What follows belongs to an exercise in optimizing a design on an open flow for small area, a short achievable clock period and few clock cycles; a production flow would make more cautious choices. At most, simulation tests tie the RTL to the original design; equivalence was not proved. Only the layout flow was run in runs 1 and 3 to 5; the RTL was not checked for function there. Power and IR drop assume default switching activity.

File: flow/design.v
module cb_seg(
    input wire clk,
    input wire reset,
    input wire[11:0] tb_size_in,
    input wire wreq_size,
    output wire rreq_data,
    input wire[7:0] tb_in,
    output wire cb_valid,
    output wire[7:0] cb_data,
    output wire cb_size,
    output wire cb_start
);
reg [10:0] wq [0:32];
reg [32:0] v;
wire       release_cur;
wire [32:0] fa;      
wire [31:0] mv;      
assign fa[32] = 1'b1;
genvar g;
generate for (g = 0; g < 32; g = g + 1) begin : q
    assign fa[g] = fa[g+1] & v[g+1];
    assign mv[g] = v[g] & ~fa[g];
    always @(posedge clk)
        if (mv[g]) wq[g+1] <= wq[g];
end endgenerate
always @(posedge clk)
    if (wreq_size) wq[0] <= tb_size_in[10:0];
always @(posedge clk or posedge reset)
    if (reset) v <= 33'd0;
    else begin
        v[0] <= wreq_size | (v[0] & ~mv[0]);
        v[32] <= mv[31] | (v[32] & ~release_cur);
        v[31:1] <= mv[30:0] | (v[31:1] & ~mv[31:1]);
    end
wire [10:0] cur = wq[32];
localparam IDLE = 2'd0, BODY = 2'd2, CRC = 2'd3;
reg [1:0]  ph;
reg [10:0] p;
reg        fill;     
reg        fe;       
reg        lastnc;   
reg        twob;     
reg        big;      
reg        sob;      
reg        blk2;     
reg [1:0]  cc;       
wire c_gt132 = cur > 11'd132;
wire c_gt768 = cur > 11'd768;
wire c_gt894 = cur > 11'd894;
wire c_nofill = (cur == 11'd132) | (cur == 11'd768) | (cur == 11'd894) | (cur == 11'd1530);
wire c_fill1  = (cur == 11'd131) | (cur == 11'd767) | (cur == 11'd893) | (cur == 11'd1529);
wire p_fe = twob ? (big ? (p == 11'd1528) : (p == 11'd892))
                 : (big ? (p == 11'd766) : (p == 11'd130));
wire tb_last = (ph == BODY & lastnc & ~twob) | (ph == CRC & cc == 2'd2 & blk2);
wire start = v[32] & ((ph == IDLE) | tb_last);
wire fill_end = (ph == BODY) & fill & fe;
assign release_cur = (start & c_nofill) | fill_end;
always @(posedge clk or posedge reset)
    if (reset) ph <= IDLE;
    else if (start) ph <= BODY;
    else case (ph)
        BODY: if (lastnc) ph <= twob ? CRC : IDLE;
        CRC:  if (cc == 2'd2) ph <= blk2 ? IDLE : BODY;
        default: ;
    endcase
always @(posedge clk) begin
    if (start) begin
        p      <= cur;
        fill   <= ~c_nofill;
        fe     <= c_fill1;
        lastnc <= 1'b0;
        twob   <= c_gt768;
        big    <= c_gt132 & ~(c_gt768 & ~c_gt894);
        sob    <= 1'b1;
        blk2   <= 1'b0;
    end else case (ph)
        BODY: begin
            sob <= 1'b0;
            cc  <= 2'd0;
            if (fill) begin
                if (fe) begin
                    p      <= cur;
                    fill   <= 1'b0;
                    lastnc <= (cur == 11'd1);
                end else begin
                    p      <= p + 11'd1;
                    fe     <= p_fe;
                end
            end else begin
                p      <= p - 11'd1;
                lastnc <= (p == 11'd2) | (twob & ~blk2 & (p == 11'd767));
            end
        end
        CRC: begin
            cc <= cc + 2'd1;
            if (cc == 2'd2) begin
                blk2 <= 1'b1;
                big  <= 1'b1;
                sob  <= 1'b1;
            end
        end
        default: ;
    endcase
end
wire is_v    = ph[1];                       
wire is_data = (ph == BODY) & ~fill;
wire is_crc  = (ph == CRC);
reg s1_v, s2_v, s1_d, s2_d, s1_c, s2_c;
reg s1_st, s2_st;
reg rreq_q;
assign rreq_data = rreq_q;
always @(posedge clk or posedge reset)
    if (reset) begin
        s1_v <= 1'b0; s2_v <= 1'b0; rreq_q <= 1'b0;
    end else begin
        s1_v <= is_v; s2_v <= s1_v; rreq_q <= is_data;
    end
always @(posedge clk) begin
    s1_d <= is_data; s1_c <= is_crc; s1_st <= sob;
    s2_d <= s1_d;    s2_c <= s1_c;   s2_st <= s1_st;
end
reg [7:0]  ob;       
reg        ov, ost, osz;
reg        ocu;      
reg [23:0] crc;
assign cb_valid = ov;
assign cb_data  = ob;
assign cb_start = ost;
assign cb_size  = osz;
function [23:0] crc_next(input [23:0] s, input [7:0] d);
    reg [23:0] r;
    integer k;
    begin
        r = s;
        for (k = 0; k < 8; k = k + 1)
            r = {r[22:0], 1'b0} ^ ((r[23] ^ d[k]) ? 24'h800063 : 24'h0);
        crc_next = r;
    end
endfunction
wire [23:0] crc_n = crc_next(crc, ob);
always @(posedge clk or posedge reset)
    if (reset) ov <= 1'b0;
    else       ov <= s2_v;
always @(posedge clk) begin
    ost <= s2_st;
    if (s2_st) osz <= big;
    ocu <= s2_v & ~s2_c;
    if (s2_c)
        ob <= ocu ? crc_n[7:0] : crc[15:8];
    else
        ob <= s2_d ? tb_in : 8'h00;
    if (s2_v & s2_st) crc <= 24'hffffff;
    else if (ocu) crc <= crc_n;
    else if (s2_c) crc[15:0] <= crc[23:8];
end
endmodule
File: flow/run.sh
#!/bin/bash
# synth_recipe.tcl (not shown) runs the flow's synth.tcl, then flattens the netlist and writes it again
# the make line also repeats each setting of config.mk as NAME=value (left out here)
make -C /OpenROAD-flow-scripts/flow DESIGN_CONFIG=/design/flow/config.mk WORK_HOME=/design/flow/orfs CLKGATE_MAP_FILE= SYNTH_SCRIPT=/design/flow/synth_recipe.tcl finish
File: flow/config.mk
export PLATFORM = sky130hd
export DESIGN_NAME = cb_seg
export DESIGN_NICKNAME = cb_seg
export VERILOG_FILES = /design/flow/design.v
export SDC_FILE = /design/flow/constraint.sdc
export NUM_CORES = 4
export LEC_CHECK = 0
export CAP_MARGIN = 20
export CORE_MARGIN = 2
export CORE_UTILIZATION = 40
export CTS_CLUSTER_DIAMETER = 60
export CTS_CLUSTER_SIZE = 30
export SETUP_SLACK_MARGIN = 3.0
export SLEW_MARGIN = 20
File: flow/constraint.sdc
create_clock -name core_clock -period 5.0 [get_ports {clk}]
set_input_delay 1.0000 -clock core_clock [delete_from_list [all_inputs] [get_ports {clk}]]
set_output_delay 1.0000 -clock core_clock [all_outputs]
set_load 0.01 [all_outputs]
==> impl_metrics.env, run 1 <==
export IMPL_fmax_mhz=479
export IMPL_status="no timing/DRC/antenna violations"
export IMPL_antenna_found_initial=0
export IMPL_root_buffer="clkbuf_16"
export IMPL_period_needed_ns=2.09
export IMPL_rrSetupSlack_ns=2.98
export IMPL_ant_nets=0
export IMPL_clockBufferDepth=3
export IMPL_die_width_um=204
export IMPL_yosys_warnings=2
export IMPL_critPathBufInv=1
export IMPL_hp_class="reg -> reg"
export IMPL_ys_seq_area_share_pct=82.7
export IMPL_port_buffers=33
export IMPL_netlist_cell_type_count=72
export IMPL_syn_nets=923
export IMPL_cts_clk_slew_worst_paths_ns=0.08
export IMPL_vias_per_cell=4.83
export IMPL_r2r_end="wq[1][9]"
export IMPL_maxSlewHeadroom_pct=33.6
export IMPL_drive_above_1_share_pct=21.6
export IMPL_avgSynthCellArea_um2=18.0
export IMPL_powerDensity_nw_per_um2=604
export IMPL_final_nets=1016
export IMPL_gp_congestion=0.774
export IMPL_synthFlopType="edfxtp_1"
export IMPL_n_antenna_cell=0
export IMPL_cp_start_kind="register"
export IMPL_drtIter0Drc=397
export IMPL_fin_crit_sh_pct=41.7
export IMPL_crit_path_end_kind="output pin"
export IMPL_synth_compound_area_share_pct=4.85
export IMPL_fin_skew_ns=0.0165
export IMPL_io_pins=35
export IMPL_hold_viol_final=0
export IMPL_slowest_stage="edfxtp_1"
export IMPL_placed_area_um2=17000
export IMPL_endpoint="cb_size"
export IMPL_synth_edf_count=381
export IMPL_wl_per_cell_um=15.1
export IMPL_synth_area_um2=16000
export IMPL_met1_length_mm=9.98
export IMPL_cp_top_family="flip-flops"
export IMPL_cp_slowest_stage_delay_ns=0.36
export IMPL_placed_cells=1427
export IMPL_worst_ep_required_time_ns=4.00
export IMPL_drt_wl_total_mm=23.2
export IMPL_arrival_ns=1.09
export IMPL_grt_pass1_wl_mm=37.4
export IMPL_cap_viol_max_count=0
export IMPL_final_cell_count_no_fill=1535
export IMPL_final_cell_area_um2=18900
export IMPL_grt_pass1_vias=7322
export IMPL_core_um2=39600
export IMPL_synth_fa_ha_area_share_pct=0.546
export IMPL_placement_rows=73
export IMPL_rsz0062_at_grt="yes"
export IMPL_cts_tree="yes"
export IMPL_rr_worst_depth=6
export IMPL_grt_overflow=0
export IMPL_crit_chain="buf_2"
export IMPL_vias=7410
export IMPL_worstMarginPinSlew_ns=0.993
export IMPL_start_util_pct=40.5
export IMPL_synthSimpleGateAreaFrac_pct=7.09
export IMPL_cts_made_buffers=30
export IMPL_synth_cells=893
export IMPL_setup_violations=0
export IMPL_dieHeight_um=204
export IMPL_met3_length_um=970
export IMPL_cts_hold_fix_buffers=0
export IMPL_ir_worst_vdd_uv=518
export IMPL_clock_latency_ns=0.59
export IMPL_wl_met2_mm=11.7
export IMPL_grt_max_degree=41
export IMPL_synthMuxAreaShare_pct=1.33
export IMPL_finish_utilization_pct=47.6
export IMPL_die_area_um2=41700
export IMPL_top_layer_used="met4"
export IMPL_maxSlewViolCount=0
export IMPL_area_delta_synth_final_pct=17.5
export IMPL_crit_cells=1
export IMPL_hpwl_mm=14.5
export IMPL_setup_tns_ns=0
export IMPL_r2r_start="v[30]"
export IMPL_synthArstFlopShare_pct=8.42
export IMPL_cp_max_fo=1
export IMPL_ys_seq_elements=463
export IMPL_cts_htree_levels=1
export IMPL_worstSetupPathType="reg -> out"
export IMPL_synth_xor_area_share_pct=2.45
export IMPL_gr_usage_all_layers_pct=11.3
export IMPL_p_leak_nw=6.65
export IMPL_clkSinkCount=463
export IMPL_drc=0
export IMPL_synth_top_family_by_area="simple AND/OR/NAND/NOR gates"
export IMPL_startpoint="osz"
export IMPL_dr_pass1_iters=5
flip-flops by register name (all words and copies together) (netlist names), 2 cells and up:
signal / flops
crc: 24
cc: 2
wq: 363
ph: 2
v: 33
ob: 8
p: 11
Yosys cell counts, drive strengths merged, types with 8 or more instances:
master | number | share of area [%]
edfxtp | 381 | 71
nand2 | 59 | 1.4
dfxtp | 43 | 5.4
dfrtp | 39 | 6.1
nor2 | 31 | 0.73
xnor2 | 30 | 1.8
clkbuf | 20 | 0.47
o21ai | 20 | 0.65
a21oi | 19 | 0.59
nand2b | 19 | 0.74
mux2i | 18 | 1.1
nand3 | 17 | 0.56
inv | 15 | 0.35
nor3 | 14 | 0.44
and2 | 13 | 0.51
o211ai | 11 | 0.55
nor2b | 10 | 0.39
or2 | 9 | 0.35
a21o | 8 | 0.37
per-layer routing:
layer  track usage [%]  up-vias
met3              2.14       41
met1              14.9     3673
met2              19.0      113
met4              3.36        0
li1                  -     3583
met5                 0        -
worst min path at each step:
stage | end | cells after the start | startpoint | slack [ns]
floorplan | s2_c | 0 | s1_c | 0.31
global placement | s2_st | 0 | s1_st | 0.31
detailed placement | s2_c | 0 | s1_c | 0.31
CTS | s2_c | 0 | s1_c | 0.33
global route | s2_c | 0 | s1_c | 0.34
finish | s2_c | 0 | s1_c | 0.33
cell families after synthesis:
family	Yosys count
AND/OR/NAND/NOR	211
XOR/XNOR	37
multiplexers	21
adder cells (fa/ha/maj)	7
buffers and inverters	42
flip-flops	463
AO/OA/AOI/OAI	112
stage by stage:
step | hold WS (ns) | setup WS [ns] | total power, mW
3_5_place_dp | 0.314 | 2.30 | 8.40
5_1_grt | 0.339 | 2.85 | 12.1
4_1_cts | 0.333 | 2.88 | 11.4
6_report | 0.330 | 2.91 | 11.4
2_1_floorplan | 0.310 | 2.97 | 7.72
3_3_place_gp | 0.312 | 2.32 | 8.29
repair_timing:
action,4_1_cts,5_1_grt
gates cloned,1,2
pin swaps,16,15
resized for setup,112,39
setup buffers,35,14
setup endpoints to repair,338,287
final cells by class:
type / count / area (µm²)
Multi-Input combinational cell: 391 / 3030
Inverter: 15 / 58.8
Clock buffer: 30 / 751
Clock inverter: 26 / 305
Sequential cell: 463 / 13300
Tap cell: 525 / 657
Timing Repair Buffer: 85 / 757
Fill cell: 3355 / 20800
where the power goes:
group | internal [mW] | total (mW) | leakage [nW] | switching [mW]
clock network | 1.24 | 2.62 | 0.511 | 1.38
logic | 1.40 | 2.92 | 1.69 | 1.52
registers | 5.35 | 5.85 | 4.45 | 0.505
cells in the final DEF, fill, tap and decap left out, types with 8 or more instances in the layout:
| cell | n |
|---|---|
| buf_4 | 46 |
| a21oi_1 | 17 |
| clkbuf_16 | 30 |
| nor2_1 | 28 |
| inv_1 | 13 |
| o211ai_1 | 10 |
| dfrtp_1 | 33 |
| o21ai_0 | 18 |
| edfxtp_1 | 381 |
| xnor2_1 | 21 |
| or2_2 | 8 |
| dfxtp_1 | 34 |
| a21o_1 | 8 |
| nand2b_1 | 19 |
| clkdlybuf4s50_1 | 21 |
| mux2i_1 | 18 |
| nor3_1 | 11 |
| buf_6 | 13 |
| nand2_1 | 55 |
| nand3_1 | 15 |
==> inputs of run 2 (changes only) <==
--- a/flow/design.v
+++ b/flow/design.v
@@ -107,5 +107,5 @@
 wire is_crc  = (ph == CRC);
 reg s1_v, s2_v, s1_d, s2_d, s1_c, s2_c;
-reg s1_st, s2_st;
+reg s1_st, s2_st, s1_sz, s2_sz;
 reg rreq_q;
 assign rreq_data = rreq_q;
@@ -117,6 +117,6 @@
     end
 always @(posedge clk) begin
-    s1_d <= is_data; s1_c <= is_crc; s1_st <= sob;
-    s2_d <= s1_d;    s2_c <= s1_c;   s2_st <= s1_st;
+    s1_d <= is_data; s1_c <= is_crc; s1_st <= sob; s1_sz <= big;
+    s2_d <= s1_d;    s2_c <= s1_c;   s2_st <= s1_st; s2_sz <= s1_sz;
 end
 reg [7:0]  ob;       
@@ -144,5 +144,5 @@
 always @(posedge clk) begin
     ost <= s2_st;
-    if (s2_st) osz <= big;
+    osz <= s2_sz;
     ocu <= s2_v & ~s2_c;
     if (s2_c)
==> run 2 against run 1 <==
Still clean. Die area up 0.18%. Synthesized cell count up 0.22%. Sequential share of layout area down 1.1 points. Clock power up 2%. Critical endpoint is now rreq_data. Largest cell class unchanged.
==> impl_metrics.env, run 2 <==
export IMPL_cts_hold_fix_buffers=0
export IMPL_ys_seq_area_share_pct=82.8
export IMPL_p_clk_share_pct=23.1
export IMPL_synthFlopType="edfxtp_1"
export IMPL_hp_start="s1_c"
export IMPL_cts_made_buffers=30
export IMPL_hp_class="reg -> reg"
export IMPL_fin_skew_ns=0.0455
export IMPL_vias_per_cell=4.86
export IMPL_start_util_pct=40.5
export IMPL_maxSlewHeadroom_pct=31.7
export IMPL_n_antenna_cell=0
export IMPL_period_needed_ns=2.12
export IMPL_cp_max_fo=1
export IMPL_startpoint="rreq_q"
export IMPL_critPathBufInv=1
export IMPL_clkSinkCount=465
export IMPL_synth_edf_count=380
export IMPL_grt_pass1_vias=7213
export IMPL_cts_tree="yes"
export IMPL_p_seq_share_pct=50.7
export IMPL_post_place_ws_ns=2.29
export IMPL_worstMarginPinSlew_ns=1.02
export IMPL_r2r_start="v[15]"
export IMPL_synth_cells=895
export IMPL_syn_nets=925
export IMPL_gp_congestion=0.783
export IMPL_synth_top_cell_by_area="edfxtp_1"
export IMPL_crit_chain="buf_6"
export IMPL_p_sw_mw=3.51
export IMPL_arrival_ns=1.12
export IMPL_grt_max_degree=41
export IMPL_cp_top_family="flip-flops"
export IMPL_rr_worst_depth=6
export IMPL_cts_htree_levels=1
export IMPL_die_area_um2=41800
export IMPL_grt_use_met2_pct=19.0
export IMPL_fmax_mhz=472
export IMPL_drive_above_1_share_pct=23.7
export IMPL_crit_cells=1
export IMPL_drc=0
export IMPL_grt_overflow=0
export IMPL_clockBufferDepth=3
export IMPL_root_buffer="clkbuf_16"
export IMPL_top_usage_layer="met2"
export IMPL_fin_crit_sh_pct=42.4
export IMPL_largestRegisters="wq (363), v (33), crc (24)"
export IMPL_clock_latency_ns=0.62
export IMPL_ant_nets=0
export IMPL_drtIter0Drc=367
export IMPL_core_um2=39700
export IMPL_status="no timing/DRC/antenna violations"
export IMPL_grt_pass1_wl_mm=37.0
export IMPL_worstSetupPathType="reg -> out"
export IMPL_cp_start_kind="register"
export IMPL_dieHeight_um=204
export IMPL_powerDensity_nw_per_um2=603
export IMPL_crit_path_end_kind="output pin"
export IMPL_avgSynthCellArea_um2=18.0
export IMPL_dr_pass1_iters=5
export IMPL_area_delta_synth_final_pct=19.3
export IMPL_gr_usage_all_layers_pct=11.2
export IMPL_hpwl_mm=14.2
export IMPL_endpoint="rreq_data"
export IMPL_setup_tns_ns=0
export IMPL_vias=7587
export IMPL_largest_register="wq"
export IMPL_drt_wl_total_mm=23.9
export IMPL_r2r_end="wq[1][3]"
export IMPL_slowest_stage="dfrtp_1"
export IMPL_ir_worst_vdd_uv=437
export IMPL_cts_clk_slew_worst_paths_ns=0.09
export IMPL_final_fill_count=3291
export IMPL_synthArstFlopShare_pct=8.39
export IMPL_synth_top_area_share_pct=71.0
export IMPL_setup_ws_ns=2.88
export IMPL_synth_most_common_cell="edfxtp_1"
export IMPL_final_cell_mix="edfxtp_1 (380), buf_4 (66), nand2_1 (54), dfxtp_1 (38), dfrtp_1 (34)"
export IMPL_antenna_found_initial=0
export IMPL_io_pins=35
export IMPL_die_width_um=204
export IMPL_grt_use_met3_pct=2.17
export IMPL_port_buffers=33
export IMPL_wl_per_cell_um=15.3
export IMPL_p_leak_nw=6.80
export IMPL_synth_area_um2=16100
export IMPL_largest_reg_flops=363
export IMPL_combPwrFrac_pct=26.2
export IMPL_hold_viol_final=0
export IMPL_ys_seq_elements=465
export IMPL_maxSlewViolCount=0
export IMPL_setup_violations=0
export IMPL_synthTopCellsByArea="edfxtp_1 (71%), dfrtp_1 (6.1%), dfxtp_1 (5.7%), xnor2_1 (1.5%), nand2_1 (1.4%)"
export IMPL_swShare_pct=30.3
export IMPL_rsz0062_at_grt="yes"
export IMPL_worst_ep_required_time_ns=4.00
export IMPL_placement_rows=73
export IMPL_cap_viol_max_count=0
export IMPL_rrSetupSlack_ns=2.97
export IMPL_grtUsageMet1_pct=14.5
export IMPL_mostFrequentLayoutCell="edfxtp_1"
export IMPL_final_nets=1043
export IMPL_netlist_cell_type_count=72
export IMPL_intPower_mw=8.07
export IMPL_yosys_warnings=2
export IMPL_synthTopCellsByCount="edfxtp_1 (380), nand2_1 (59), dfxtp_1 (46)"
export IMPL_cp_slowest_stage_delay_ns=0.39
## run 2: cell families after synthesis
family / after synthesis / share of synthesized area [%]
mux: 21 / 1.33
simple gates: 211 / 7.07
flops: 465 / 82.8
compound gates: 112 / 4.84
xor+xnor: 37 / 2.44
fa+ha+maj: 7 / 0.545
buf+inv: 42 / 0.996
## run 2: layout make-up
class                           instances  area, µm²  area share, %
Clock buffer                           31        754           3.93
Clock inverter                         24        338           1.76
Tap cell                              525        657           3.42
Inverter                               15       58.8          0.306
Multi-Input combinational cell        395       3130           16.3
Sequential cell                       465      13300           69.5
Timing Repair Buffer                  106        925           4.82
## run 2: repair_timing
action / CTS / global route
pin swaps: 14 / 17
setup endpoints to repair: 327 / 280
cloned: 2 / 5
setup buffers: 43 / 27
resized for setup: 119 / 44
## run 2: stage by stage
step                hold slack (ns)  instance area, µm²  utilization (%)  power, mW  std cells
floorplan                     0.310               16100                -       7.74        895
global placement              0.312               17000             42.9       8.31       1429
detailed placement            0.313               17000             42.9       8.40       1429
CTS                           0.336               18700             47.2       11.5       1529
global route                  0.343               19200             48.3       12.2       1561
finish                        0.333               19200             48.3       11.6       1561
## run 2: worst min path at each step
| stage | to | slack (ns) | depth (start not counted) |
|---|---|---|---|
| 4_1_cts | s2_c | 0.34 | 0 |
| 2_1_floorplan | osz | 0.31 | 0 |
| 5_1_grt | s2_sz | 0.34 | 0 |
| 3_5_place_dp | s2_sz | 0.31 | 0 |
| 3_3_place_gp | s2_c | 0.31 | 0 |
| 6_report | s2_c | 0.33 | 0 |
## run 2: power by group through the flow
| stage | clock, mW | combinational (mW) | sequential, mW |
|---|---|---|---|
| global placement | 0 | 2.41 | 5.90 |
| finish | 2.68 | 3.03 | 5.87 |
| global route | 2.91 | 3.35 | 5.96 |
| detailed placement | 0 | 2.45 | 5.95 |
| floorplan | 0 | 2.02 | 5.72 |
| CTS | 2.78 | 2.86 | 5.85 |
## run 2: routing by layer
metal	wire length, µm	up-vias	part of all wire (%)
met4	618	0	2.6
li1	-	3636	-
met5	0	-	0
met2	12100	137	51
met3	1020	41	4.3
met1	10100	3773	42
Testbench counts of run 2, summed over its fixed seeds: cycles 1,060,569.
==> inputs of run 3 (changes only) <==
--- a/flow/design.v
+++ b/flow/design.v
@@ -107,5 +107,5 @@
 wire is_crc  = (ph == CRC);
 reg s1_v, s2_v, s1_d, s2_d, s1_c, s2_c;
-reg s1_st, s2_st, s1_sz, s2_sz;
+reg s1_st, s2_st;
 reg rreq_q;
 assign rreq_data = rreq_q;
@@ -117,6 +117,6 @@
     end
 always @(posedge clk) begin
-    s1_d <= is_data; s1_c <= is_crc; s1_st <= sob; s1_sz <= big;
-    s2_d <= s1_d;    s2_c <= s1_c;   s2_st <= s1_st; s2_sz <= s1_sz;
+    s1_d <= is_data; s1_c <= is_crc; s1_st <= sob;
+    s2_d <= s1_d;    s2_c <= s1_c;   s2_st <= s1_st;
 end
 reg [7:0]  ob;       
@@ -144,5 +144,5 @@
 always @(posedge clk) begin
     ost <= s2_st;
-    osz <= s2_sz;
+    if (s2_st) osz <= big;
     ocu <= s2_v & ~s2_c;
     if (s2_c)
==> flow/flow/run.sh (new file) <==
#!/bin/bash
# The standard layout with two changes to how it is made: the clock tree gets
# no dummy loads, and the port buffers are the smallest buffer cell.
set -e
export CTS_ARGS="-sink_clustering_enable -repair_clock_nets -sink_clustering_size 30 -sink_clustering_max_diameter 60 -dont_use_dummy_load"
export BUFFER_PORTS_ARGS="-buffer_cell sky130_fd_sc_hd__buf_1"
cp standard.sh standard_sh_copy.txt
bash standard.sh > standard.log 2>&1
==> flow/standard.sh (new file) <==
#!/bin/bash
# synth_recipe.tcl (not shown) runs the flow's synth.tcl, then flattens the netlist and writes it again
# the make line also repeats each setting of config.mk as NAME=value (left out here)
make -C /OpenROAD-flow-scripts/flow DESIGN_CONFIG=/design/flow/config.mk WORK_HOME=/design/flow/orfs CLKGATE_MAP_FILE= SYNTH_SCRIPT=/design/flow/synth_recipe.tcl "${@:-finish}"
removed: flow/run.sh
==> run 3 against run 2 <==
Via count decreased by 1.9%. Core utilization decreased by 1.6 points. Synthesized cell count decreased by 0.22%. Critical endpoint is now cb_size. Die area decreased by 0.18%. Maximum frequency increased by 0.65%. Area after synthesis decreased by 0.19%. Global-route usage decreased by 0.069 points. Sequential power about the same. Non-clock buffer count decreased by 14. Register-to-register slack got worse by 0.02 ns. Highest routed layer unchanged. Combinational power decreased by 2%. Routed wire length decreased by 0.90%.
==> impl_metrics.env, run 3 <==
export IMPL_status="no timing/DRC/antenna violations"
export IMPL_maxSlewViolCount=0
export IMPL_grt_pass1_vias=7261
export IMPL_cp_max_fo=1
export IMPL_syn_nets=923
export IMPL_p_sw_mw=3.19
export IMPL_slowest_stage="edfxtp_1"
export IMPL_synth_most_common_cell="edfxtp_1"
export IMPL_crit_chain="clkbuf_2"
export IMPL_swShare_pct=28.9
export IMPL_drt_wl_total_mm=23.7
export IMPL_cp_start_kind="register"
export IMPL_ir_worst_vdd_uv=513
export IMPL_mostFrequentLayoutCell="edfxtp_1"
export IMPL_worstMarginPinSlew_ns=0.989
export IMPL_combPwrFrac_pct=26.9
export IMPL_drive_above_1_share_pct=19.8
export IMPL_fin_skew_ns=0.0713
export IMPL_ant_nets=0
export IMPL_synth_top_area_share_pct=71.3
export IMPL_crit_path_end_kind="output pin"
export IMPL_hold_slack_ns=0.334
export IMPL_start_util_pct=40.5
export IMPL_design_power_total_mw=11.0
export IMPL_intPower_mw=7.85
export IMPL_netlist_cell_type_count=72
export IMPL_grt_pass1_wl_mm=36.7
export IMPL_synth_edf_count=381
export IMPL_placement_rows=73
export IMPL_hold_viol_final=0
export IMPL_clkSinkCount=463
export IMPL_synthArstFlopShare_pct=8.42
export IMPL_synthTopCellsByCount="edfxtp_1 (381), nand2_1 (59), dfxtp_1 (43)"
export IMPL_p_leak_nw=6.47
export IMPL_vias=7442
export IMPL_cp_slowest_stage_delay_ns=0.37
export IMPL_powerDensity_nw_per_um2=597
export IMPL_fmax_mhz=475
export IMPL_cts_hold_fix_buffers=0
export IMPL_clockBufferDepth=3
export IMPL_critPathBufInv=1
export IMPL_synthTopCellsByArea="edfxtp_1 (71%), dfrtp_1 (6.1%), dfxtp_1 (5.4%), xnor2_1 (1.5%), nand2_1 (1.4%)"
export IMPL_hpwl_mm=14.5
export IMPL_drtIter0Drc=482
export IMPL_core_um2=39600
export IMPL_antenna_found_initial=0
export IMPL_avgSynthCellArea_um2=18.0
export IMPL_p_clk_share_pct=20.0
export IMPL_synth_area_um2=16000
export IMPL_area_delta_synth_final_pct=15.2
export IMPL_post_place_ws_ns=2.27
export IMPL_wl_per_cell_um=15.6
export IMPL_cts_htree_levels=1
export IMPL_largest_register="wq"
export IMPL_port_buffers=33
export IMPL_vias_per_cell=4.91
export IMPL_setup_violations=0
export IMPL_worst_ep_required_time_ns=4.00
export IMPL_largestRegisters="wq (363), v (33), crc (24)"
export IMPL_cts_clk_slew_worst_paths_ns=0.08
export IMPL_period_needed_ns=2.11
export IMPL_arrival_ns=1.11
export IMPL_ys_seq_area_share_pct=82.7
export IMPL_n_antenna_cell=0
export IMPL_cts_made_buffers=31
export IMPL_setup_ws_ns=2.89
export IMPL_final_fill_count=3355
export IMPL_cts_tree="yes"
export IMPL_die_width_um=204
export IMPL_p_seq_share_pct=53.1
export IMPL_dieHeight_um=204
export IMPL_gr_usage_all_layers_pct=11.1
export IMPL_die_area_um2=41700
export IMPL_cap_viol_max_count=0
export IMPL_grt_max_degree=41
export IMPL_cp_top_family="flip-flops"
export IMPL_grt_overflow=0
export IMPL_drc=0
export IMPL_rsz0062_at_grt="yes"
export IMPL_worstSetupPathType="reg -> out"
export IMPL_root_buffer="clkbuf_16"
export IMPL_hp_class="reg -> reg"
export IMPL_fin_crit_sh_pct=42.1
export IMPL_synthFlopType="edfxtp_1"
export IMPL_dr_pass1_iters=7
export IMPL_ys_seq_elements=463
export IMPL_yosys_warnings=2
export IMPL_gp_congestion=0.782
export IMPL_finish_utilization_pct=46.6
export IMPL_io_pins=35
export IMPL_setup_tns_ns=0
export IMPL_largest_reg_flops=363
export IMPL_clock_latency_ns=0.58
export IMPL_synth_cells=893
export IMPL_synth_top_cell_by_area="edfxtp_1"
export IMPL_final_cell_mix="edfxtp_1 (381), nand2_1 (55), buf_4 (49), dfxtp_1 (35), dfrtp_1 (33)"
export IMPL_maxSlewHeadroom_pct=34.0
export IMPL_final_nets=1024
-- run 3: worst register-to-register path, delay by kind of cell (launching register included) --
kind / cells / cell delay [ns]
DFF: 1 / 0.38
AOI/OAI and AO/OA: 1 / 0.07
buffers and inverters: 2 / 0.31
and+or+nand+nor: 4 / 1.02
-- run 3: final timing paths --
check                       from  endpoint  slack (ns)  cells after the start
setup / recovery             osz   cb_size        2.89                      1
hold / removal             s1_st     s2_st        0.33                      0
setup reg to reg           v[25]  wq[1][1]        2.95                      7
hold reg to reg            s1_st     s2_st        0.33                      0
max in group asynchronous  reset     v[20]        3.76                      2
min in group asynchronous  reset     v[10]        0.58                      2
-- run 3: what timing repair did --
item,in CTS,in global routing
setup buffers,42,14
setup endpoints to repair,328,240
gates cloned,0,3
pin swaps,17,17
gates resized for setup,82,30
-- run 3: logic make-up (layout without fill, tap and decap cells) --
logic type               after synthesis  count (layout)  share of synthesized area [%]
XOR/XNOR                              37              37                           2.45
flip-flops                           463             463                           82.7
adder cells (fa/ha/maj)                7               7                          0.546
buffers and inverters                 42             138                          0.998
multiplexers                          21              21                           1.33
AND/OR/NAND/NOR                      211             212                           7.09
AO/OA/AOI/OAI                        112             114                           4.85
-- run 3: area by class of cell --
class / instances / area, µm² / share of cell area [%]
Inverter: 15 / 61.3 / 0.332
Timing Repair Buffer: 92 / 702 / 3.80
Clock buffer: 31 / 776 / 4.20
Sequential cell: 463 / 13300 / 71.9
Multi-Input combinational cell: 391 / 3000 / 16.2
Tap cell: 525 / 657 / 3.55
-- run 3: power groups by stage --
stage	Combinational, mW	Sequential, mW	Clock (mW)
after floorplan	2.02	5.70	0
after global placement	2.34	5.89	0
after detailed placement	2.39	5.95	0
after CTS	2.76	5.84	2.30
after global routing	3.27	5.95	2.43
final	2.97	5.85	2.21
-- run 3: metrics by stage --
stage,std cells,cell area (µm²)
2_1_floorplan,893,16100
3_3_place_gp,1427,16800
3_5_place_dp,1427,16800
4_1_cts,1500,18200
5_1_grt,1517,18500
6_report,1517,18500
-- run 3: layer usage --
layer | routed length [µm] | track usage (%)
met2 | 11800 | 18.8
met1 | 10200 | 14.4
met3 | 1150 | 2.25
met5 | 0 | 0
met4 | 576 | 3.44
==> inputs of run 4 (changes only) <==
--- a/flow/config.mk
+++ b/flow/config.mk
@@ -11,4 +11,4 @@
 export CTS_CLUSTER_DIAMETER = 60
 export CTS_CLUSTER_SIZE = 30
-export SETUP_SLACK_MARGIN = 3.0
+export SETUP_SLACK_MARGIN = 2.95
 export SLEW_MARGIN = 20
==> run 4 against run 3 <==
Worst hold slack got worse by 0.0031 ns. Sequential power about the same. Still clean. Synthesized cell count unchanged. Critical endpoint unchanged. Register-to-register slack about the same. Power decreased by 2.7%. Critical path depth unchanged. Largest cell class unchanged. Maximum frequency increased by 1.3%.
==> impl_metrics.env, run 4 <==
export IMPL_worstSetupPathType="reg -> out"
export IMPL_synthTopCellsByCount="edfxtp_1 (381), nand2_1 (59), dfxtp_1 (43)"
export IMPL_dr_pass1_iters=5
export IMPL_clkSinkCount=463
export IMPL_ys_seq_area_share_pct=82.7
export IMPL_netlist_cell_type_count=72
export IMPL_rsz0062_at_grt="yes"
export IMPL_synthArstFlopShare_pct=8.42
export IMPL_final_fill_count=3294
export IMPL_final_cell_count_no_fill=1518
export IMPL_cts_made_buffers=31
export IMPL_ir_worst_vdd_uv=395
export IMPL_core_um2=39600
export IMPL_synthFlopType="edfxtp_1"
export IMPL_synth_area_um2=16000
export IMPL_hpwl_mm=14.4
export IMPL_design_power_total_mw=10.7
export IMPL_multi_input_area_um2=2960
export IMPL_largest_register="wq"
export IMPL_crit_chain="clkbuf_2"
export IMPL_hp_class="reg -> reg"
export IMPL_dieHeight_um=204
export IMPL_n_antenna_cell=0
export IMPL_wl_per_cell_um=15.5
export IMPL_p_leak_nw=6.45
export IMPL_cp_start_kind="register"
export IMPL_swShare_pct=28.4
export IMPL_synth_top_area_share_pct=71.3
export IMPL_fin_crit_sh_pct=41.6
export IMPL_synthTopCellsByArea="edfxtp_1 (71%), dfrtp_1 (6.1%), dfxtp_1 (5.4%), xnor2_1 (1.5%), nand2_1 (1.4%)"
export IMPL_largest_reg_flops=363
export IMPL_grt_max_degree=41
export IMPL_cp_top_family="flip-flops"
export IMPL_status="no timing/DRC/antenna violations"
export IMPL_cts_tree="yes"
export IMPL_final_cell_area_um2=18500
export IMPL_period_needed_ns=2.08
export IMPL_arrival_ns=1.08
export IMPL_drtIter0Drc=437
export IMPL_mostFrequentLayoutCell="edfxtp_1"
export IMPL_port_buffers=33
export IMPL_cts_clk_slew_worst_paths_ns=0.08
export IMPL_fin_skew_ns=0.0699
export IMPL_drive_above_1_share_pct=19.0
export IMPL_clockBufferDepth=3
export IMPL_die_area_um2=41700
export IMPL_synth_edf_count=381
export IMPL_setup_ws_ns=2.92
export IMPL_placement_rows=73
export IMPL_cap_viol_max_count=0
export IMPL_p_sw_mw=3.05
export IMPL_grt_pass1_vias=7281
export IMPL_vias=7453
export IMPL_intPower_mw=7.69
export IMPL_placed_cells=1427
export IMPL_final_nets=1025
export IMPL_cp_slowest_stage_delay_ns=0.36
export IMPL_post_place_ws_ns=2.29
export IMPL_critPathBufInv=1
export IMPL_worstMarginPinSlew_ns=0.950
export IMPL_seqCellArea_um2=13300
export IMPL_gp_congestion=0.787
export IMPL_synth_cells=893
export IMPL_ys_seq_elements=463
export IMPL_synth_top_cell_by_area="edfxtp_1"
export IMPL_cts_htree_levels=1
export IMPL_clock_latency_ns=0.59
export IMPL_syn_nets=923
export IMPL_setup_tns_ns=0
export IMPL_io_pins=35
export IMPL_hold_viol_final=0
export IMPL_root_buffer="clkbuf_16"
export IMPL_gr_usage_all_layers_pct=11.0
export IMPL_grt_pass1_wl_mm=36.7
export IMPL_fmax_mhz=481
export IMPL_cp_max_fo=1
export IMPL_avgSynthCellArea_um2=18.0
export IMPL_powerDensity_nw_per_um2=582
export IMPL_combPwrFrac_pct=25.3
export IMPL_synth_most_common_cell="edfxtp_1"
export IMPL_placed_area_um2=16800
export IMPL_ant_nets=0
export IMPL_slowest_stage="edfxtp_1"
export IMPL_maxSlewHeadroom_pct=36.6
export IMPL_drt_wl_total_mm=23.5
export IMPL_worst_ep_required_time_ns=4.00
export IMPL_vias_per_cell=4.91
export IMPL_yosys_warnings=2
export IMPL_cts_hold_fix_buffers=0
export IMPL_area_delta_synth_final_pct=15.0
export IMPL_p_seq_share_pct=54.3
export IMPL_die_width_um=204
export IMPL_setup_violations=0
export IMPL_maxSlewViolCount=0
export IMPL_start_util_pct=40.5
export IMPL_final_cell_mix="edfxtp_1 (381), nand2_1 (54), buf_4 (51), dfrtp_1 (36), dfxtp_1 (34)"
export IMPL_largestRegisters="wq (363), v (33), crc (24)"
export IMPL_crit_path_end_kind="output pin"
export IMPL_grt_overflow=0
export IMPL_p_clk_share_pct=20.4
export IMPL_antenna_found_initial=1
export IMPL_drc=0
==> run 4: final timing paths <==
kind	end	cells past startpoint	slack (ns)	start
setup / recovery	cb_size	1	2.92	osz
hold / removal	s2_c	0	0.33	s1_c
setup reg to reg	wq[7][3]	8	2.95	v[13]
hold reg to reg	s2_c	0	0.33	s1_c
max in group asynchronous	v[32]	2	3.76	reset
min in group asynchronous	v[10]	2	0.59	reset
==> run 4: layout make-up <==
cell class,instances,area share [%]
sequential,463,72.1
timing repair buffer,91,3.80
clock buffer,31,4.20
inverter,15,0.319
multi-input combinational,393,16.1
tap,525,3.56
==> run 4: logic make-up (layout without fill, tap and decap cells) <==
kind of cell	count (synthesis)	count (layout)	synth area share, %
buffers and inverters	42	137	0.998
AO/OA/AOI/OAI	112	115	4.85
multiplexers	21	21	1.33
adder cells (fa/ha/maj)	7	7	0.546
flip-flops	463	463	82.7
AND/OR/NAND/NOR	211	213	7.09
XOR/XNOR	37	37	2.45
==> run 4: what timing repair did <==
action	CTS	global route
setup endpoints to repair	308	223
pin swaps	13	13
gates resized for setup	72	32
buffers inserted	31	23
gates cloned	5	1
==> run 4: per-layer routing <==
layer  vias up  routed length (µm)  track usage (%)
met5         -                   0                0
met4         0                 640             3.55
met3        38                1080             1.93
met2       149               11800             19.2
met1      3699                9950             14.0
li1       3567                   -                -
==> run 4: power groups by stage <==
stage	logic (mW)	clock network [mW]	registers, mW
floorplan	2.02	0	5.70
global placement	2.33	0	5.88
detailed placement	2.38	0	5.94
CTS	2.62	2.28	5.83
global route	3.00	2.42	5.93
finish	2.71	2.19	5.83
==> run 4: through the flow <==
| step | hold slack (ns) | utilization (%) |
|---|---|---|
| finish | 0.331 | 46.5 |
| global route | 0.347 | 46.5 |
| CTS | 0.336 | 45.7 |
| detailed placement | 0.316 | 42.3 |
| global placement | 0.311 | 42.3 |
| floorplan | 0.310 | - |
==> inputs of run 5 (changes only) <==
--- a/flow/config.mk
+++ b/flow/config.mk
@@ -11,4 +11,4 @@
 export CTS_CLUSTER_DIAMETER = 60
 export CTS_CLUSTER_SIZE = 30
-export SETUP_SLACK_MARGIN = 2.95
+export SETUP_SLACK_MARGIN = 2.85
 export SLEW_MARGIN = 20
==> run 5 against run 4 <==
Still clean on timing, DRC and antenna. Global-route usage shrank 0.11 points. Clock skew is 0.012 ns lower. Via count shrank 3.0%. Sequential power about the same. Area after synthesis is the same. Routed wire length shrank 2.1%. Non-clock buffer count fell by 23. Core utilization decreased by 1.3 points. Register-to-register slack worse by 0.04 ns. Worst hold slack got worse by 0.011 ns.
==> impl_metrics.env, run 5 <==
export IMPL_clock_latency_ns=0.57
export IMPL_dr_pass1_iters=4
export IMPL_clockBufferDepth=3
export IMPL_cp_start_kind="register"
export IMPL_n_antenna_cell=0
export IMPL_status="no timing/DRC/antenna violations"
export IMPL_start_util_pct=40.5
export IMPL_placement_rows=73
export IMPL_cp_max_fo=1
export IMPL_cts_tree="yes"
export IMPL_r2r_start="wq[32][5]"
export IMPL_synth_cells=893
export IMPL_powerDensity_nw_per_um2=585
export IMPL_yosys_warnings=2
export IMPL_avgSynthCellArea_um2=18.0
export IMPL_cts_made_buffers=29
export IMPL_synthArstFlopShare_pct=8.42
export IMPL_root_buffer="clkbuf_16"
export IMPL_gp_congestion=0.773
export IMPL_die_area_um2=41700
export IMPL_hold_viol_final=0
export IMPL_largestRegisters="wq (363), v (33), crc (24)"
export IMPL_crit_path_end_kind="output pin"
export IMPL_largest_register="wq"
export IMPL_rsz0062_at_grt="no"
export IMPL_fmax_mhz=477
export IMPL_synth_area_um2=16000
export IMPL_ant_nets=0
export IMPL_antenna_found_initial=0
export IMPL_worstSetupPathType="reg -> out"
export IMPL_synth_top_area_share_pct=71.3
export IMPL_synth_most_common_cell="edfxtp_1"
export IMPL_area_delta_synth_final_pct=11.7
export IMPL_gr_usage_all_layers_pct=10.9
export IMPL_io_pins=35
export IMPL_fin_skew_ns=0.0577
export IMPL_die_width_um=204
export IMPL_arrival_ns=1.10
export IMPL_synthFlopType="edfxtp_1"
export IMPL_grt_pass1_wl_mm=36.0
export IMPL_hp_class="reg -> reg"
export IMPL_final_nets=996
export IMPL_clkSinkCount=463
export IMPL_drc=0
export IMPL_worstMarginPinSlew_ns=0.965
export IMPL_cp_top_family="flip-flops"
export IMPL_period_needed_ns=2.10
export IMPL_synthTopCellsByCount="edfxtp_1 (381), nand2_1 (59), dfxtp_1 (43)"
export IMPL_fin_crit_sh_pct=41.9
export IMPL_rr_worst_depth=4
export IMPL_syn_nets=923
export IMPL_drive_above_1_share_pct=13.6
export IMPL_grt_overflow=0
export IMPL_synth_edf_count=381
export IMPL_largest_reg_flops=363
export IMPL_crit_chain="buf_1"
export IMPL_maxSlewHeadroom_pct=35.6
export IMPL_slowest_stage="edfxtp_1"
export IMPL_endpoint="cb_size"
export IMPL_core_um2=39600
export IMPL_wl_per_cell_um=15.4
export IMPL_grt_max_degree=41
export IMPL_setup_violations=0
export IMPL_final_fill_count=3418
export IMPL_critPathBufInv=1
export IMPL_startpoint="osz"
export IMPL_ir_worst_vdd_uv=401
export IMPL_rrSetupSlack_ns=2.91
export IMPL_cts_clk_slew_worst_paths_ns=0.08
export IMPL_maxSlewViolCount=0
export IMPL_cp_slowest_stage_delay_ns=0.37
export IMPL_ys_seq_elements=463
export IMPL_port_buffers=33
export IMPL_final_cell_mix="edfxtp_1 (381), nand2_1 (57), dfxtp_1 (40), dfrtp_1 (36), buf_4 (33)"
export IMPL_crit_cells=1
export IMPL_vias_per_cell=4.85
export IMPL_hpwl_mm=14.6
export IMPL_cts_htree_levels=1
export IMPL_r2r_end="fill"
export IMPL_p_leak_nw=6.19
export IMPL_grt_pass1_vias=7092
export IMPL_ys_seq_area_share_pct=82.7
export IMPL_synthTopCellsByArea="edfxtp_1 (71%), dfrtp_1 (6.1%), dfxtp_1 (5.4%), xnor2_1 (1.5%), nand2_1 (1.4%)"
export IMPL_drtIter0Drc=449
export IMPL_mostFrequentLayoutCell="edfxtp_1"
export IMPL_dieHeight_um=204
export IMPL_vias=7228
export IMPL_setup_tns_ns=0
export IMPL_synth_top_cell_by_area="edfxtp_1"
export IMPL_design_power_total_mw=10.5
export IMPL_netlist_cell_type_count=72
export IMPL_cap_viol_max_count=0
export IMPL_drt_wl_total_mm=23.0
export IMPL_worst_ep_required_time_ns=4.00
## run 5: cell counts after synthesis
No cell type changed its count.
## run 5: worst min-delay path by stage
stage                     startpoint    to  slack (ns)  cells past startpoint
after floorplan                 s1_c  s2_c        0.31                      0
after global placement          s1_c  s2_c        0.31                      0
after detailed placement        s1_d  s2_d        0.31                      0
after CTS                       s1_c  s2_c        0.32                      0
after global routing            s1_c  s2_c        0.34                      0
final                           s1_c  s2_c        0.32                      0
## run 5: per-layer routing
metal  part of all wire, %  up-vias  GRT usage (%)
met5                     0        -              0
met4                   2.6        0           3.70
met3                   4.2       43           2.02
met2                    50      108           18.6
met1                    44     3579           14.0
li1                      -     3498              -
## run 5: cell families (layout without fill, tap and decap cells)
group / Yosys count / count (layout) / share of synthesized area (%)
xor gates and xnor gates: 37 / 37 / 2.45
and+or+nand+nor: 211 / 211 / 7.09
adders and majority gates: 7 / 7 / 0.546
AOI/OAI and AO/OA: 112 / 113 / 4.85
DFF: 463 / 463 / 82.7
buffers and inverters: 42 / 112 / 0.998
muxes: 21 / 21 / 1.33
## run 5: stage by stage
stage	setup WS [ns]	instance area (µm²)	util [%]	hold slack (ns)	std cells
after floorplan	2.88	16100	-	0.310	893
after global placement	2.31	16800	42.3	0.311	1427
after detailed placement	2.26	16800	42.3	0.315	1427
after CTS	2.84	17800	44.9	0.323	1480
after global routing	2.83	17900	45.2	0.343	1489
final	2.90	17900	45.2	0.320	1489
## run 5: timing repair
item	CTS	global route
setup buffers	23	9
hold buffers	0	0
pin swaps	9	4
setup endpoints to repair	286	131
resized for setup	35	18
cloned	1	0
## run 5: worst register-to-register path, stage by stage, from the launching register on
cell and delay [ns]:
edfxtp_1 0.42, or4_4 0.56, or4_4 0.44, a211oi_4 0.32, a21oi_1 0.06
## run 5: layout make-up
type,count,area [µm²],area share [%]
clock buffer,29,726,4.05
inverter,15,56.3,0.314
multi-input combinational,389,2810,15.7
sequential,463,13300,74.1
tap,525,657,3.66
timing repair buffer,68,397,2.21
## run 5: where the power goes
part | switching, mW | internal, mW
logic | 1.43 | 1.13
clock network | 1.09 | 1.02
registers | 0.470 | 5.34
==> inputs of run 6 (changes only) <==
--- a/flow/design.v
+++ b/flow/design.v
@@ -107,5 +107,5 @@
 wire is_crc  = (ph == CRC);
 reg s1_v, s2_v, s1_d, s2_d, s1_c, s2_c;
-reg s1_st, s2_st;
+reg s1_st, s2_st, s1_sz, s2_sz;
 reg rreq_q;
 assign rreq_data = rreq_q;
@@ -117,6 +117,6 @@
     end
 always @(posedge clk) begin
-    s1_d <= is_data; s1_c <= is_crc; s1_st <= sob;
-    s2_d <= s1_d;    s2_c <= s1_c;   s2_st <= s1_st;
+    s1_d <= is_data; s1_c <= is_crc; s1_st <= sob; s1_sz <= big;
+    s2_d <= s1_d;    s2_c <= s1_c;   s2_st <= s1_st; s2_sz <= s1_sz;
 end
 reg [7:0]  ob;       
@@ -144,5 +144,5 @@
 always @(posedge clk) begin
     ost <= s2_st;
-    if (s2_st) osz <= big;
+    osz <= s2_sz;
     ocu <= s2_v & ~s2_c;
     if (s2_c)
--- a/flow/config.mk
+++ b/flow/config.mk
@@ -11,4 +11,4 @@
 export CTS_CLUSTER_DIAMETER = 60
 export CTS_CLUSTER_SIZE = 30
-export SETUP_SLACK_MARGIN = 2.85
+export SETUP_SLACK_MARGIN = 2.75
 export SLEW_MARGIN = 20
==> run 6 against run 5 <==
Final cell count shrank 1.2%. Die area up 0.18%. Clock skew rose by 0.039 ns. Sequential share of layout area up 0.80 points. Routed wire length fell by 2.2%. Design area down 0.88%.
==> impl_metrics.env, run 6 <==
export IMPL_cap_viol_max_count=0
export IMPL_cts_clk_slew_worst_paths_ns=0.07
export IMPL_cp_slowest_stage_delay_ns=0.42
export IMPL_yosys_warnings=2
export IMPL_p_clk_share_pct=20.6
export IMPL_drt_wl_total_mm=22.5
export IMPL_largest_register="wq"
export IMPL_antenna_found_initial=0
export IMPL_final_nets=978
export IMPL_cts_made_buffers=30
export IMPL_dr_pass1_iters=4
export IMPL_rr_worst_depth=5
export IMPL_placement_rows=73
export IMPL_synthArstFlopShare_pct=8.39
export IMPL_ir_worst_vdd_uv=422
export IMPL_maxSlewViolCount=0
export IMPL_crit_chain="buf_1"
export IMPL_largest_reg_flops=363
export IMPL_p_seq_share_pct=55.7
export IMPL_drc=0
export IMPL_dieHeight_um=204
export IMPL_cp_start_kind="register"
export IMPL_synth_top_cell_by_area="edfxtp_1"
export IMPL_intPower_mw=7.50
export IMPL_r2r_end="wq[18][8]"
export IMPL_post_place_ws_ns=2.29
export IMPL_synth_edf_count=380
export IMPL_placed_area_um2=16800
export IMPL_grt_pass1_wl_mm=36.2
export IMPL_swShare_pct=28.5
export IMPL_rsz0062_at_grt="yes"
export IMPL_worst_ep_required_time_ns=4.00
export IMPL_clkSinkCount=465
export IMPL_vias=7127
export IMPL_hp_class="reg -> reg"
export IMPL_gr_usage_all_layers_pct=10.9
export IMPL_grt_use_met2_pct=18.2
export IMPL_hp_start="s1_d"
export IMPL_synthFlopType="edfxtp_1"
export IMPL_grt_use_met3_pct=2.15
export IMPL_synth_most_common_cell="edfxtp_1"
export IMPL_status="no timing/DRC/antenna violations"
export IMPL_powerDensity_nw_per_um2=590
export IMPL_r2r_start="v[31]"
export IMPL_synth_area_um2=16100
export IMPL_hpwl_mm=14.4
export IMPL_critPathBufInv=1
export IMPL_cp_max_fo=2
export IMPL_period_needed_ns=2.18
export IMPL_cts_tree="yes"
export IMPL_top_usage_layer="met2"
export IMPL_p_leak_nw=6.10
export IMPL_hold_path_cell_count=0
export IMPL_wl_per_cell_um=15.3
export IMPL_setup_violations=0
export IMPL_maxSlewHeadroom_pct=33.8
export IMPL_synth_cells=895
export IMPL_final_cell_area_um2=17800
export IMPL_gp_congestion=0.753
export IMPL_clockBufferDepth=3
export IMPL_largestRegisters="wq (363), v (33), crc (24)"
export IMPL_mostFrequentLayoutCell="edfxtp_1"
export IMPL_start_util_pct=40.5
export IMPL_n_antenna_cell=0
export IMPL_ant_nets=0
export IMPL_grt_pass1_vias=7093
export IMPL_drtIter0Drc=408
export IMPL_drive_above_1_share_pct=10.4
export IMPL_vias_per_cell=4.85
export IMPL_placed_cells=1430
export IMPL_synth_top_area_share_pct=71.0
export IMPL_design_power_total_mw=10.5
export IMPL_grt_max_degree=41
export IMPL_cp_top_family="flip-flops"
export IMPL_crit_path_end_kind="output pin"
export IMPL_setup_ws_ns=2.82
export IMPL_ys_seq_area_share_pct=82.8
export IMPL_rrSetupSlack_ns=2.84
export IMPL_core_um2=39700
export IMPL_cts_htree_levels=1
export IMPL_root_buffer="clkbuf_16"
export IMPL_final_cell_count_no_fill=1471
export IMPL_die_width_um=204
export IMPL_slowest_stage="dfxtp_1"
export IMPL_hold_slack_ns=0.328
export IMPL_cts_hold_fix_buffers=0
export IMPL_combPwrFrac_pct=23.7
export IMPL_area_delta_synth_final_pct=10.6
export IMPL_grtUsageMet1_pct=14.3
export IMPL_clock_latency_ns=0.60
export IMPL_port_buffers=33
export IMPL_fmax_mhz=460
export IMPL_setup_tns_ns=0
export IMPL_p_sw_mw=3.00
export IMPL_worstMarginPinSlew_ns=0.990
export IMPL_fin_crit_sh_pct=43.5
export IMPL_fin_skew_ns=0.0966
export IMPL_hold_viol_final=0
export IMPL_die_area_um2=41800
export IMPL_synthTopCellsByArea="edfxtp_1 (71%), dfrtp_1 (6.1%), dfxtp_1 (5.7%), xnor2_1 (1.5%), nand2_1 (1.4%)"
export IMPL_netlist_cell_type_count=72
export IMPL_ys_seq_elements=465
export IMPL_avgSynthCellArea_um2=18.0
export IMPL_final_cell_mix="edfxtp_1 (380), nand2_1 (58), dfxtp_1 (46), dfrtp_1 (37), buf_1 (33)"
export IMPL_worstSetupPathType="reg -> out"
export IMPL_grt_overflow=0
export IMPL_finish_utilization_pct=44.7
export IMPL_io_pins=35
export IMPL_syn_nets=925
export IMPL_arrival_ns=1.18
export IMPL_synthTopCellsByCount="edfxtp_1 (380), nand2_1 (59), dfxtp_1 (46)"
export IMPL_hold_end="s2_d"
-- run 6: worst max-delay path by stage --
stage / slack [ns] / startpoint / to / cells after the start
after CTS: 2.62 / v[31] / wq[19][7] / 5
final: 2.82 / ob[2] / cb_data[2] / 1
after global routing: 2.71 / v[31] / wq[18][7] / 5
after detailed placement: 2.29 / twob / p[0] / 6
after global placement: 2.32 / cc[0] / p[0] / 8
after floorplan: 2.78 / v[32] / wq[22][0] / 5
-- run 6: power groups by stage --
stage	logic (mW)	registers (mW)	clock network, mW
after floorplan	2.01	5.72	0
after global placement	2.34	5.90	0
after detailed placement	2.39	5.95	0
after CTS	2.47	5.85	2.26
after global routing	2.77	5.94	2.39
final	2.49	5.84	2.17
-- run 6: cell type report --
| class | count | area [µm²] |
|---|---|---|
| tap | 525 | 657 |
| fill | 3461 | 22000 |
| timing repair buffer | 48 | 236 |
| clock buffer | 30 | 751 |
| multi-input combinational | 388 | 2760 |
| inverter | 15 | 56.3 |
| sequential | 465 | 13300 |
-- run 6: what timing repair did --
action                                  in CTS  in global routing
gates resized for setup                     22                 14
endpoints found under the setup margin     246                180
setup buffers                                8                  3
pin swaps                                    4                  3
cloned                                       0                  0
-- run 6: cells by family after synthesis --
| group | after synthesis | synth area share, % |
|---|---|---|
| simple gates | 211 | 7.07 |
| xor+xnor | 37 | 2.44 |
| buf+inv | 42 | 0.996 |
| flops | 465 | 82.8 |
| mux | 21 | 1.33 |
| compound gates | 112 | 4.84 |
| fa+ha+maj | 7 | 0.545 |
-- run 6: routing by layer --
layer,wire (µm),up-vias
li1,-,3467
met5,0,-
met4,558,0
met1,10000,3509
met3,929,46
met2,10900,105
Testbench counts of run 6, summed over its fixed seeds: cycles 1,060,569.
==> inputs of run 7 (changes only) <==
--- a/flow/config.mk
+++ b/flow/config.mk
@@ -11,4 +11,4 @@
 export CTS_CLUSTER_DIAMETER = 60
 export CTS_CLUSTER_SIZE = 30
-export SETUP_SLACK_MARGIN = 2.75
+export SETUP_SLACK_MARGIN = 2.85
 export SLEW_MARGIN = 20
==> run 7 against run 6 <==
Combinational power about the same. Clock skew is 0.047 ns lower. First-iteration DRC count grew 13%. Synthesized cell count unchanged. Sequential power hardly changed. Worst hold slack improved by 0.0032 ns.
==> impl_metrics.env, run 7 <==
export IMPL_status="no timing/DRC/antenna violations"
export IMPL_io_pins=35
export IMPL_setup_violations=0
export IMPL_ir_worst_vdd_uv=382
export IMPL_cap_viol_max_count=0
export IMPL_p_sw_mw=2.97
export IMPL_synth_compound_area_share_pct=4.84
export IMPL_vias_per_cell=4.85
export IMPL_ys_seq_elements=465
export IMPL_yosys_warnings=2
export IMPL_cts_hold_fix_buffers=0
export IMPL_synth_most_common_cell="edfxtp_1"
export IMPL_synth_top_area_share_pct=71.0
export IMPL_synth_edf_count=380
export IMPL_synth_cells=895
export IMPL_cts_tree="yes"
export IMPL_fin_skew_ns=0.0497
export IMPL_finish_utilization_pct=45.1
export IMPL_clockBufferDepth=3
export IMPL_maxSlewHeadroom_pct=36.0
export IMPL_rsz0062_at_grt="no"
export IMPL_largestRegisters="wq (363), v (33), crc (24)"
export IMPL_ys_seq_area_share_pct=82.8
export IMPL_combPwrFrac_pct=24.1
export IMPL_worstMarginPinSlew_ns=0.959
export IMPL_synth_top_cell_by_area="edfxtp_1"
export IMPL_fin_crit_sh_pct=41.8
export IMPL_hp_class="reg -> reg"
export IMPL_crit_path_end_kind="output pin"
export IMPL_netlist_cell_type_count=72
export IMPL_worstSetupPathType="reg -> out"
export IMPL_cp_slowest_stage_delay_ns=0.37
export IMPL_synthSimpleGateAreaFrac_pct=7.07
export IMPL_grt_pass1_vias=7136
export IMPL_crit_chain="buf_1"
export IMPL_drive_above_1_share_pct=13.3
export IMPL_swShare_pct=28.5
export IMPL_setup_tns_ns=0
export IMPL_grt_pass1_wl_mm=36.0
export IMPL_synthTopCellsByArea="edfxtp_1 (71%), dfrtp_1 (6.1%), dfxtp_1 (5.7%), xnor2_1 (1.5%), nand2_1 (1.4%)"
export IMPL_synth_fa_ha_area_share_pct=0.545
export IMPL_final_nets=993
export IMPL_die_area_um2=41800
export IMPL_synthTopCellsByCount="edfxtp_1 (380), nand2_1 (59), dfxtp_1 (46)"
export IMPL_grt_max_degree=41
export IMPL_gp_congestion=0.766
export IMPL_final_cell_mix="edfxtp_1 (380), nand2_1 (57), dfxtp_1 (43), dfrtp_1 (34), buf_1 (31)"
export IMPL_start_util_pct=40.5
export IMPL_powerDensity_nw_per_um2=583
export IMPL_hpwl_mm=14.5
export IMPL_hp_start="s1_v"
export IMPL_core_um2=39700
export IMPL_p_clk_share_pct=19.9
export IMPL_drt_wl_total_mm=22.6
export IMPL_p_leak_nw=6.17
export IMPL_period_needed_ns=2.09
export IMPL_synth_area_um2=16100
export IMPL_ant_nets=0
export IMPL_dieHeight_um=204
export IMPL_die_width_um=204
export IMPL_synthArstFlopShare_pct=8.39
export IMPL_wl_per_cell_um=15.2
export IMPL_critPathBufInv=1
export IMPL_startpoint="ob[1]"
export IMPL_synthFlopType="edfxtp_1"
export IMPL_p_seq_share_pct=56.0
export IMPL_port_buffers=33
export IMPL_placed_cells=1429
export IMPL_synth_xor_area_share_pct=2.44
export IMPL_grt_overflow=0
export IMPL_placement_rows=73
export IMPL_synth_top_family_by_area="simple AND/OR/NAND/NOR gates"
export IMPL_largest_reg_flops=363
export IMPL_hold_viol_final=0
export IMPL_cp_top_family="flip-flops"
export IMPL_cts_htree_levels=1
export IMPL_mostFrequentLayoutCell="edfxtp_1"
export IMPL_hold_slack_ns=0.331
export IMPL_drtIter0Drc=459
export IMPL_cp_max_fo=2
export IMPL_dr_pass1_iters=4
export IMPL_final_fill_count=3428
export IMPL_clkSinkCount=465
export IMPL_r2r_start="wq[32][4]"
export IMPL_cts_made_buffers=28
export IMPL_gr_usage_all_layers_pct=10.8
export IMPL_slowest_stage="dfxtp_1"
export IMPL_drc=0
export IMPL_fmax_mhz=478
export IMPL_worst_ep_required_time_ns=4.00
export IMPL_clock_latency_ns=0.57
export IMPL_n_antenna_cell=0
export IMPL_intPower_mw=7.46
export IMPL_final_cell_count_no_fill=1486
export IMPL_cp_start_kind="register"
export IMPL_avgSynthCellArea_um2=18.0
export IMPL_synthMuxAreaShare_pct=1.33
export IMPL_largest_register="wq"
export IMPL_maxSlewViolCount=0
export IMPL_antenna_found_initial=1
export IMPL_cts_clk_slew_worst_paths_ns=0.09
export IMPL_area_delta_synth_final_pct=11.4
export IMPL_syn_nets=925
export IMPL_root_buffer="clkbuf_16"
export IMPL_arrival_ns=1.09
export IMPL_vias=7202
## run 7: cells by family after synthesis
| logic type | count (synthesis) |
|---|---|
| flops | 465 |
| simple gates | 211 |
| compound gates | 112 |
| buf+inv | 42 |
| xor+xnor | 37 |
| mux | 21 |
| fa+ha+maj | 7 |
## run 7: power by group through the flow
stage	logic [mW]	registers [mW]	clock network, mW
final	2.52	5.84	2.08
after detailed placement	2.38	5.95	0
after floorplan	2.02	5.72	0
after CTS	2.45	5.84	2.18
after global routing	2.81	5.94	2.30
after global placement	2.33	5.90	0
## run 7: worst paths after layout
kind	to	slack, ns	cells after the start
max	cb_data[1]	2.91	1
min	s2_v	0.33	0
max reg2reg	twob	2.92	4
min reg2reg	s2_v	0.33	0
max in group asynchronous	v[14]	3.74	2
min in group asynchronous	v[5]	0.58	2
## run 7: layout make-up
class / count / area, µm² / share of cell area, %
sequential: 465 / 13300 / 74.4
multi-input combinational: 389 / 2810 / 15.7
clock buffer: 28 / 701 / 3.91
tap: 525 / 657 / 3.67
timing repair buffer: 64 / 363 / 2.03
inverter: 15 / 56.3 / 0.314
## run 7: through the flow
stage	setup slack, ns	total power [mW]	instance area [µm²]
final	2.91	10.4	17900
after global routing	2.84	11.1	17900
after CTS	2.66	10.5	17600
after detailed placement	2.27	8.33	16800
after global placement	2.32	8.23	16800
after floorplan	2.88	7.73	16100
## run 7: layer usage
| metal | track usage, % | vias to the layer above | part of all wire, % |
|---|---|---|---|
| li1 | - | 3501 | - |
| met1 | 13.8 | 3562 | 43 |
| met2 | 18.6 | 101 | 50 |
| met3 | 2.06 | 38 | 4.2 |
| met4 | 3.34 | 0 | 2.3 |
| met5 | 0 | - | 0 |
## run 7: what timing repair did
| item | 4_1_cts | 5_1_grt |
|---|---|---|
| pin swaps | 4 | 7 |
| gates cloned | 0 | 1 |
| setup buffers | 11 | 17 |
| gates resized for setup | 23 | 30 |
| setup endpoints to repair | 287 | 184 |
==> inputs of run 8 (changes only) <==
==> flow/flow/run.sh (replaced) <==
#!/bin/bash
# The standard layout with two changes to how it is made: the clock tree gets
# no dummy loads, and the port buffers are the smallest buffer cell.
set -e
export CTS_ARGS="-sink_clustering_enable -repair_clock_nets -sink_clustering_size 20 -sink_clustering_max_diameter 45 -dont_use_dummy_load -sink_clustering_buffer sky130_fd_sc_hd__clkbuf_8"
export BUFFER_PORTS_ARGS="-buffer_cell sky130_fd_sc_hd__buf_1"
cp standard.sh standard_sh_copy.txt
bash standard.sh > standard.log 2>&1
==> run 8 against run 7 <==
Count of clock-buffer cells in the layout rose by 14. Via count grew 2.2%. Setup slack worse by 0.010 ns. Critical path depth rose by 4. Combinational power is essentially flat. Core utilization fell by 0.15 points. Global-route usage is 0.17 points higher. Power shrank 1.1%. Design area fell by 0.34%. Sequential cell count stayed put. Sequential share of layout area increased by 0.26 points. Largest cell class unchanged. Largest power group unchanged.
==> impl_metrics.env, run 8 <==
export IMPL_ys_seq_area_share_pct=82.8
export IMPL_hpwl_mm=14.5
export IMPL_placed_area_um2=16800
export IMPL_mostFrequentLayoutCell="edfxtp_1"
export IMPL_critPathBufInv=0
export IMPL_worstSetupPathType="reg -> reg"
export IMPL_drc=0
export IMPL_powerDensity_nw_per_um2=578
export IMPL_synth_top_area_share_pct=71.0
export IMPL_synth_edf_count=380
export IMPL_fin_skew_ns=0.0636
export IMPL_p_clk_share_pct=18.9
export IMPL_placement_rows=73
export IMPL_final_cell_mix="edfxtp_1 (380), nand2_1 (57), dfxtp_1 (45), clkbuf_8 (37)"
export IMPL_hp_start="s1_v"
export IMPL_cp_start_kind="register"
export IMPL_p_sw_mw=3.00
export IMPL_hold_path_cell_count=0
export IMPL_ant_nets=0
export IMPL_clock_latency_ns=0.53
export IMPL_hold_viol_final=0
export IMPL_avgSynthCellArea_um2=18.0
export IMPL_synth_most_common_cell="edfxtp_1"
export IMPL_cp_top_family="simple AND/OR/NAND/NOR gates"
export IMPL_r2r_start="wq[32][7]"
export IMPL_n_antenna_cell=0
export IMPL_grt_overflow=0
export IMPL_cts_htree_levels=2
export IMPL_setup_tns_ns=0
export IMPL_gr_usage_all_layers_pct=11.0
export IMPL_die_area_um2=41800
export IMPL_cap_viol_max_count=0
export IMPL_p_seq_share_pct=56.7
export IMPL_synthTopCellsByArea="edfxtp_1 (71%), dfrtp_1 (6.1%), dfxtp_1 (5.7%), xnor2_1 (1.5%), nand2_1 (1.4%)"
export IMPL_ys_seq_elements=465
export IMPL_cts_made_buffers=42
export IMPL_port_buffers=33
export IMPL_largestRegisters="wq (363), v (33), crc (24)"
export IMPL_drive_above_1_share_pct=14.1
export IMPL_placed_cells=1429
export IMPL_grt_pass1_wl_mm=36.2
export IMPL_vias_per_cell=4.92
export IMPL_cp_slowest_stage_delay_ns=0.56
export IMPL_combPwrFrac_pct=24.5
export IMPL_grt_pass1_vias=7257
export IMPL_final_nets=1004
export IMPL_yosys_warnings=2
export IMPL_crit_path_end_kind="register"
export IMPL_netlist_cell_type_count=72
export IMPL_synth_top_cell_by_area="edfxtp_1"
export IMPL_largest_register="wq"
export IMPL_cts_tree="yes"
export IMPL_maxSlewHeadroom_pct=35.5
export IMPL_slowest_stage="edfxtp_1"
export IMPL_synth_area_um2=16100
export IMPL_rr_worst_depth=5
export IMPL_root_buffer="clkbuf_16"
export IMPL_worst_ep_required_time_ns=5.28
export IMPL_clkSinkCount=465
export IMPL_grt_max_degree=41
export IMPL_synthTopCellsByCount="edfxtp_1 (380), nand2_1 (59), dfxtp_1 (46)"
export IMPL_swShare_pct=29.0
export IMPL_dr_pass1_iters=7
export IMPL_seqCellArea_um2=13300
export IMPL_core_um2=39700
export IMPL_drtIter0Drc=421
export IMPL_status="no timing/DRC/antenna violations"
export IMPL_start_util_pct=40.5
export IMPL_maxSlewViolCount=0
export IMPL_p_leak_nw=6.14
export IMPL_rsz0062_at_grt="yes"
run 8: cell counts after synthesis:
Identical to the previous run, type by type.
run 8: per-layer routing:
layer	global-route usage (%)	wire length, µm
met1	13.8	9960
met2	18.5	11500
met3	2.54	1080
met4	4.32	656
met5	0	0
run 8: area by class of cell:
class,count,area share (%)
inverter,15,0.316
clock buffer,42,3.56
sequential,465,74.6
timing repair buffer,57,1.73
multi-input combinational,393,16.1
tap,525,3.68
run 8: worst max-delay path by stage:
| stage | startpoint | end | depth (start not counted) |
|---|---|---|---|
| 4_1_cts | v[24] | wq[8][6] | 6 |
| 6_report | wq[32][7] | fill | 5 |
| 2_1_floorplan | v[32] | wq[1][0] | 6 |
| 5_1_grt | v[31] | wq[26][0] | 3 |
| 3_5_place_dp | cc[0] | p[0] | 8 |
| 3_3_place_gp | cc[0] | p[0] | 8 |
run 8: stage by stage:
step / power [mW] / setup slack (ns) / hold slack (ns) / utilization [%]
floorplan: 7.73 / 2.88 / 0.310 / -
global placement: 8.23 / 2.32 / 0.312 / 42.3
detailed placement: 8.33 / 2.27 / 0.314 / 42.3
CTS: 10.3 / 2.69 / 0.330 / 44.2
global route: 10.9 / 2.80 / 0.327 / 44.9
finish: 10.3 / 2.90 / 0.331 / 44.9
run 8: power by group through the flow:
stage | logic, mW | registers [mW] | clock network [mW]
3_3_place_gp | 2.33 | 5.90 | 0
2_1_floorplan | 2.02 | 5.72 | 0
6_report | 2.52 | 5.85 | 1.95
5_1_grt | 2.81 | 5.95 | 2.19
4_1_cts | 2.45 | 5.85 | 2.05
3_5_place_dp | 2.38 | 5.95 | 0
run 8: timing repair:
item	in CTS	in global routing
setup endpoints to repair	294	232
pin swaps	3	12
gates cloned	0	5
resized for setup	22	34
setup buffers	7	14
run 8: cell families (layout without fill, tap and decap cells):
group                      after synthesis  after routing  share of synthesized area, %
muxes                                   21             21                          1.33
buffers and inverters                   42            114                         0.996
DFF                                    465            465                          82.8
AOI/OAI and AO/OA                      112            116                          4.84
adders and majority gates                7              7                         0.545
and+or+nand+nor                        211            212                          7.07
xor gates and xnor gates                37             37                          2.44

-- re-timing with driven ports --
No port has a modelled driver above. Below, the same layouts with a new extraction and two added sets of constraints. Step 1: set_driving_cell puts a clkbuf_16 on clk and a buf_2 on each other input, an assumption about the parent block. Step 2, shift: input delay + t, output delay - t, t = (earliest + latest rising clock arrival at the registers) / 2. This alone moves slack from input paths to output paths. a / b / c = ideal ports / drivers / drivers and shift; a / b = the first two.
run | t, ns | setup slack, ns
run 1 | 0.633 | 2.914 / 2.862 / 2.859
run 2 | 0.645 | 2.879 / 2.829 / 2.843
run 3 | 0.605 | 2.893 / 2.841 / 2.948
run 4 | 0.617 | 2.920 / 2.868 / 2.951
run 5 | 0.607 | 2.905 / 2.853 / 2.905
run 6 | 0.605 | 2.824 / 2.772 / 2.835
run 7 | 0.601 | 2.908 / 2.855 / 2.922
run 8 | 0.549 | 2.898 / 2.878 / 2.898
After both steps every run listed still meets setup and hold. Setup slack includes reset recovery checks.
